Context: an optimization exercise on an open-source flow, tuned for small area, a short achievable clock period and few clock cycles. The choices shown serve that exercise and are no tape-out recipe.
Where RTL was checked, it was by simulation tests only, not by an equivalence proof against the original.
Power is estimated from default activity; no workload was simulated.

Setup of v25:
Design alu_unit, start of the top module:
module alu_unit(
    input clk,
    input rst,
    input in_valid,
    output in_ready,
    input [15:0] a,
    input [15:0] b,
    input [2:0] op,
    output reg out_valid,
    output reg [15:0] r
    );
export LEC_CHECK = 0
export ABC_AREA = 1
export CAP_MARGIN = 20
export CORE_MARGIN = 2
export CORE_UTILIZATION = 40
export SLEW_MARGIN = 20
create_clock -name core_clock -period 70.0 [get_ports {clk}]
standard.sh (not shown) runs the stock make flow with config.mk's settings and CLKGATE_MAP_FILE= SYNTH_SCRIPT=/design/flow/synth_recipe.tcl, a recipe that flattens the netlist after the stock synthesis.
==> flow/flow/run.sh <==
#!/bin/bash
# Standard layout flow in two parts, logged to standard_1.log and
# standard_2.log: synthesis to placement with the default repair margin,
# then clock tree, routing and finish with the resizer asked to leave 55 ns
# of setup slack. Port buffers are buf_1, clock buffers clkbuf_8.
A=("BUFFER_PORTS_ARGS=-buffer_cell sky130_fd_sc_hd__buf_1" CTS_BUF_LIST=sky130_fd_sc_hd__clkbuf_8)
bash standard.sh "${A[@]}" place > standard_1.log 2>&1
bash standard.sh "${A[@]}" SETUP_SLACK_MARGIN=55 finish > standard_2.log 2>&1
v25 did not stop at any stage, and its layout met the timing, DRC and antenna checks.
Testbench counts of v25, summed over its fixed seeds: cycles 4,024.
> inputs changed (v25 -> v11)
==> flow/flow/run.sh <==
#!/bin/bash
# Layout flow: the standard flow, except that synthesis maps with the
# ABC script in flow/abc_area.script (area-oriented mapping, no ABC
# buffering/upsizing; the resizer later fixes timing on the placed design).
# Then: buf_1 port buffers, clkbuf_8 clock buffers, and the resizer asked
# to leave 55 ns of setup slack. Each part logs to its own file.
set -e
rm -rf scripts_abc
cp -r "$FLOW_HOME/scripts" scripts_abc
cp flow/abc_area.script scripts_abc/abc_area.script
A=("BUFFER_PORTS_ARGS=-buffer_cell sky130_fd_sc_hd__buf_1" CTS_BUF_LIST=sky130_fd_sc_hd__clkbuf_8 SETUP_SLACK_MARGIN=55 ABC_CLOCK_PERIOD_IN_PS=13000)
bash standard.sh "${A[@]}" SCRIPTS_DIR=$PWD/scripts_abc synth > synth.log 2>&1
bash standard.sh "${A[@]}" finish > standard.log 2>&1
==> flow/flow/abc_area.script (new file) <==
strash
dch
map -a
topo
stime -c
buffer -c
upsize -c
dnsize -c
### Flow results
Sum of internal, switching and leakage power, v25 and v11: smaller value in v25
In the tables for v25 and v11, critical path depth reads higher with v11.
Sequential share of power sits lower in v11 than in v25.
Relative to v25, the wire length measured on v11 has increased by more than 10%.
Compared with v25, in v11 number of buffer and inverter instances along the worst setup path increased by 30 relative to the old numbers, multi-input combinational cell count moved down, sequential share of layout area has decreased, met3 track demand over resource picked up an extra 1.5 points, die area has decreased.
Inputs modified between v11 and v34:
diff --git a/flow/flow/run.sh b/flow/flow/run.sh
--- a/flow/flow/run.sh
+++ b/flow/flow/run.sh
@@ -9,5 +9,5 @@
 cp -r "$FLOW_HOME/scripts" scripts_abc
 cp flow/abc_area.script scripts_abc/abc_area.script
-A=("BUFFER_PORTS_ARGS=-buffer_cell sky130_fd_sc_hd__buf_1" CTS_BUF_LIST=sky130_fd_sc_hd__clkbuf_8 SETUP_SLACK_MARGIN=55 ABC_CLOCK_PERIOD_IN_PS=13000)
+A=("BUFFER_PORTS_ARGS=-buffer_cell sky130_fd_sc_hd__buf_1" CTS_BUF_LIST=sky130_fd_sc_hd__clkbuf_8 SETUP_SLACK_MARGIN=55 )
 bash standard.sh "${A[@]}" SCRIPTS_DIR=$PWD/scripts_abc synth > synth.log 2>&1
 bash standard.sh "${A[@]}" finish > standard.log 2>&1
==> flow/flow/abc_area.script <==
strash
dch
map -a
strash
dch
map -a
strash
dch -f
map -a
topo
stime -c
--- outcome ---
- v34 gives less worst setup slack than v11 did.
- The clock network fraction of total power of v34 falls short of that of v11 by 0.8 points.
- From v11 to v34 the numbers moved as follows: area share of fa/ha/maj cells after synthesis higher, maximum frequency lower, synthesis-to-layout area growth higher, critical path depth higher.
- Worst setup timing slack at the placement stage, v34 and v11, lower one = v34.
- Sort v34 and v11 by via-per-instance ratio, descending, and v11 comes first.
- Diff v11 -> v34: fraction of power consumed by sequential logic fell 0.8 points; share of the clock period used by the worst path after layout up 3.1 points; routed wire length shows a reduction of 2.9%.

---

## trial 55
alu_unit, a different RTL version from the one above (not shown whole).
For scale: roughly 1,100 cells after synthesis, roughly 140 flip-flops.
==> flow/config.mk <==
export PLATFORM = sky130hd
export DESIGN_NAME = alu_unit
export DESIGN_NICKNAME = alu_unit
export VERILOG_FILES = /design/flow/design.v
export SDC_FILE = /design/flow/constraint.sdc
export NUM_CORES = 4
export LEC_CHECK = 0
export ABC_AREA = 1
export CAP_MARGIN = 20
export CORE_MARGIN = 2
export CORE_UTILIZATION = 40
export SLEW_MARGIN = 20
==> flow/constraint.sdc <==
create_clock -name core_clock -period 70.0 [get_ports {clk}]
set_input_delay 14.0000 -clock core_clock [delete_from_list [all_inputs] [get_ports {clk}]]
set_output_delay 14.0000 -clock core_clock [all_outputs]
set_load 0.01 [all_outputs]
==> flow/flow/run.sh <==
#!/bin/bash
# Layout flow: the standard flow, except that synthesis maps with the
# ABC script in flow/abc_area.script (area-oriented mapping, no ABC
# buffering/upsizing; the resizer later fixes timing on the placed design).
# Then: buf_1 port buffers, clkbuf_8 clock buffers, and the resizer asked
# to leave 55 ns of setup slack. Each part logs to its own file.
set -e
rm -rf scripts_abc
cp -r "$FLOW_HOME/scripts" scripts_abc
cp flow/abc_area.script scripts_abc/abc_area.script
A=("BUFFER_PORTS_ARGS=-buffer_cell sky130_fd_sc_hd__buf_1" CTS_BUF_LIST=sky130_fd_sc_hd__clkbuf_8 SETUP_SLACK_MARGIN=55 )
bash standard.sh "${A[@]}" SCRIPTS_DIR=$PWD/scripts_abc synth > synth.log 2>&1
bash standard.sh "${A[@]}" finish > standard.log 2>&1
==> flow/flow/abc_area.script <==
strash
dch
map -a
strash
dch
map -a
strash
dch -f
map -a
topo
stime -c
Testbench counts of trial 55, summed over its fixed seeds: cycles 4,032.
Here is what was changed in the inputs of build 30 compared with trial 55.
==> flow/flow/run.sh <==
#!/bin/bash
# Standard layout flow (buf_1 port buffers, clkbuf_8 clock buffers, resizer aims at 55 ns setup slack), logged to standard.log.
bash standard.sh SETUP_SLACK_MARGIN=55 "BUFFER_PORTS_ARGS=-buffer_cell sky130_fd_sc_hd__buf_1" CTS_BUF_LIST=sky130_fd_sc_hd__clkbuf_8 finish > standard.log 2>&1
removed: flow/flow/abc_area.script
==> run summary <==
Maximum number of pins on one net before global-route repair grows by more than 10% when moving from trial 55 to build 30. Inserted tap cell count, build 30 and trial 55: smaller value in trial 55. Looking only at post-route minimum period, and setting everything else aside, the lower value of build 30 and trial 55 goes to build 30. The power number comes out lower for trial 55 vs build 30. Trial 55 → build 30: multi-input logic portion of the cell area higher, count of vias placed by the detailed router higher, slew at the pin closest to its max-slew limit lower. The final reports for build 30 and trial 55 show first-pass GRT wire length higher in the former. Comparing build 30 and trial 55, the higher die area was measured on build 30. STATUS final design area excluding fillers: build 30 loses against trial 55.

---

alu_unit, a different RTL version from the one above (not shown whole).
Size: ~160 flip-flops, ~56 I/O pins, ~11000 µm² of cells after synthesis.
==> flow/config.mk <==
export PLATFORM = sky130hd
export DESIGN_NAME = alu_unit
export DESIGN_NICKNAME = alu_unit
export VERILOG_FILES = /design/flow/design.v
export SDC_FILE = /design/flow/constraint.sdc
export NUM_CORES = 4
export LEC_CHECK = 0
export ABC_AREA = 1
export CAP_MARGIN = 20
export CORE_MARGIN = 2
export CORE_UTILIZATION = 40
export SLEW_MARGIN = 20
==> flow/constraint.sdc <==
create_clock -name core_clock -period 70.0 [get_ports {clk}]
set_input_delay 14.0000 -clock core_clock [delete_from_list [all_inputs] [get_ports {clk}]]
set_output_delay 14.0000 -clock core_clock [all_outputs]
set_load 0.01 [all_outputs]
==> flow/flow/run.sh <==
#!/bin/bash
# Standard layout flow, with the resizer asked to leave 55 ns of setup
# slack (a 15 ns critical path) instead of the default margin.
bash standard.sh SETUP_SLACK_MARGIN=55 finish > standard.log 2>&1
Rerun with:
==> flow/run.sh (new file) <==
#!/bin/bash
# synth_recipe.tcl (not shown) runs the flow's synth.tcl, then flattens the netlist and writes it again
# the make line also repeats each setting of config.mk as NAME=value (left out here)
make -C /OpenROAD-flow-scripts/flow DESIGN_CONFIG=/design/flow/config.mk WORK_HOME=/design/flow/orfs CLKGATE_MAP_FILE= SYNTH_SCRIPT=/design/flow/synth_recipe.tcl finish
removed: flow/flow/run.sh
removed: flow/standard.sh
Result:
- The new run completed without violations
- setup slack loses 0.40 ns
- hold slack barely changes
- routed wire length came out lower by 0.41%
- final area barely changes
- non-clock buffer count does not change
- core utilization came out higher by 0.13 points
- die area does not change
- global-route usage stays the same
No run of this note included a check of the RTL's function; only the layout flow was run.

---

run a:
alu_unit, a different RTL version from the one above (not shown whole).
For scale: roughly 1,400 cells after synthesis, about 140 flip-flops, about 0.011 sq mm of cells after synthesis.
## alu_unit
module alu_unit(
    input clk,
    input rst,
    input in_valid,
    output in_ready,
    input [15:0] a,
    input [15:0] b,
    input [2:0] op,
    output reg out_valid,
    output reg [15:0] r
    );
Settings: LEC_CHECK=0, ABC_AREA=1, CAP_MARGIN=20, CORE_MARGIN=2, CORE_UTILIZATION=40, SLEW_MARGIN=20; clock period 70.0 ns.
==> flow/flow/run.sh <==
#!/bin/bash
# Standard layout flow with: plain buf_1 port buffers, and the resizer asked
# to leave 55 ns of setup slack (a 15 ns critical path).
bash standard.sh SETUP_SLACK_MARGIN=55 "BUFFER_PORTS_ARGS=-buffer_cell sky130_fd_sc_hd__buf_1" finish > standard.log 2>&1
What run b does differently from run a at the input level:
==> flow/flow/run.sh <==
#!/bin/bash
# Standard layout flow (buf_1 port buffers, clkbuf_8 clock buffers, resizer aims at 55 ns setup slack), logged to standard.log.
bash standard.sh SETUP_SLACK_MARGIN=55 "BUFFER_PORTS_ARGS=-buffer_cell sky130_fd_sc_hd__buf_1" CTS_BUF_LIST=sky130_fd_sc_hd__clkbuf_8 finish > standard.log 2>&1
Findings:
Run a: done, clean on timing, DRC and antenna
Run b: all stages complete, timing, DRC and antenna checks passed
Run b vs. run a: leakage component of the power now sits lower, area of all placed cells without fillers decreased by 200 sq um relative to the old numbers, highest cell delay on the worst timing path neither gained nor lost much, number of multi-input combinational cells in the layout level.
Run b against run a: utilization lower; sequential power roughly the same; via count lower.
Looking at fraction of area in registers, run b sits 0.40 points above run a.
Summary of run b over run a: clock buffer instance count of the final layout essentially unchanged, flip-flop and latch count essentially unchanged, sequential group share of total power increased 2.7 points.
No functional check of the RTL was part of any run of this note.

## re-timing with driven ports
The results above use ideal ports. As a check the final layouts listed here were re-extracted and re-timed, cells and wires unchanged.
Step 1: set_driving_cell puts a clkbuf_16 on clk and a buf_2 on each other input, an assumption about the parent block.
Step 2 times the ports against the registers' clock, not the clock port: input delays grow and output delays shrink by t, the midpoint of the rising clock arrivals with the driver on.
Slacks: no drivers / after step 1 / after step 2; pairs: no drivers / after step 1.
run | shift t [ns] | slack for setup (ns) | hold slack, ns | worst register clock-pin slew, ns
v25 | 0.430 | 55.061 / 55.020 / 55.450 | 0.332 / 0.332 / 0.332 | 0.12 / 0.12
v11 | 0.438 | 53.006 / 53.006 / 53.006 | 0.339 / 0.339 / 0.339 | 0.12 / 0.12
v34 | 0.426 | 50.836 / 50.836 / 50.836 | 0.337 / 0.337 / 0.337 | 0.12 / 0.12
trial 55 | 0.486 | 55.038 / 54.997 / 55.483 | 0.329 / 0.329 / 0.329 | 0.09 / 0.09
build 30 | 0.487 | 55.054 / 55.012 / 55.499 | 0.322 / 0.322 / 0.322 | 0.09 / 0.09
the first run of note 3 | 0.468 | 55.033 / 54.986 / 55.303 | 0.318 / 0.318 / 0.318 | 0.08 / 0.08
the second run of note 3 | 0.471 | 54.636 / 54.589 / 55.060 | 0.316 / 0.316 / 0.316 | 0.08 / 0.08
run a | 0.460 | 55.122 / 55.077 / 55.537 | 0.327 / 0.327 / 0.327 | 0.07 / 0.07
run b | 0.479 | 55.085 / 55.044 / 55.523 | 0.333 / 0.333 / 0.333 | 0.09 / 0.09
After both steps setup and hold are still met in every run listed.
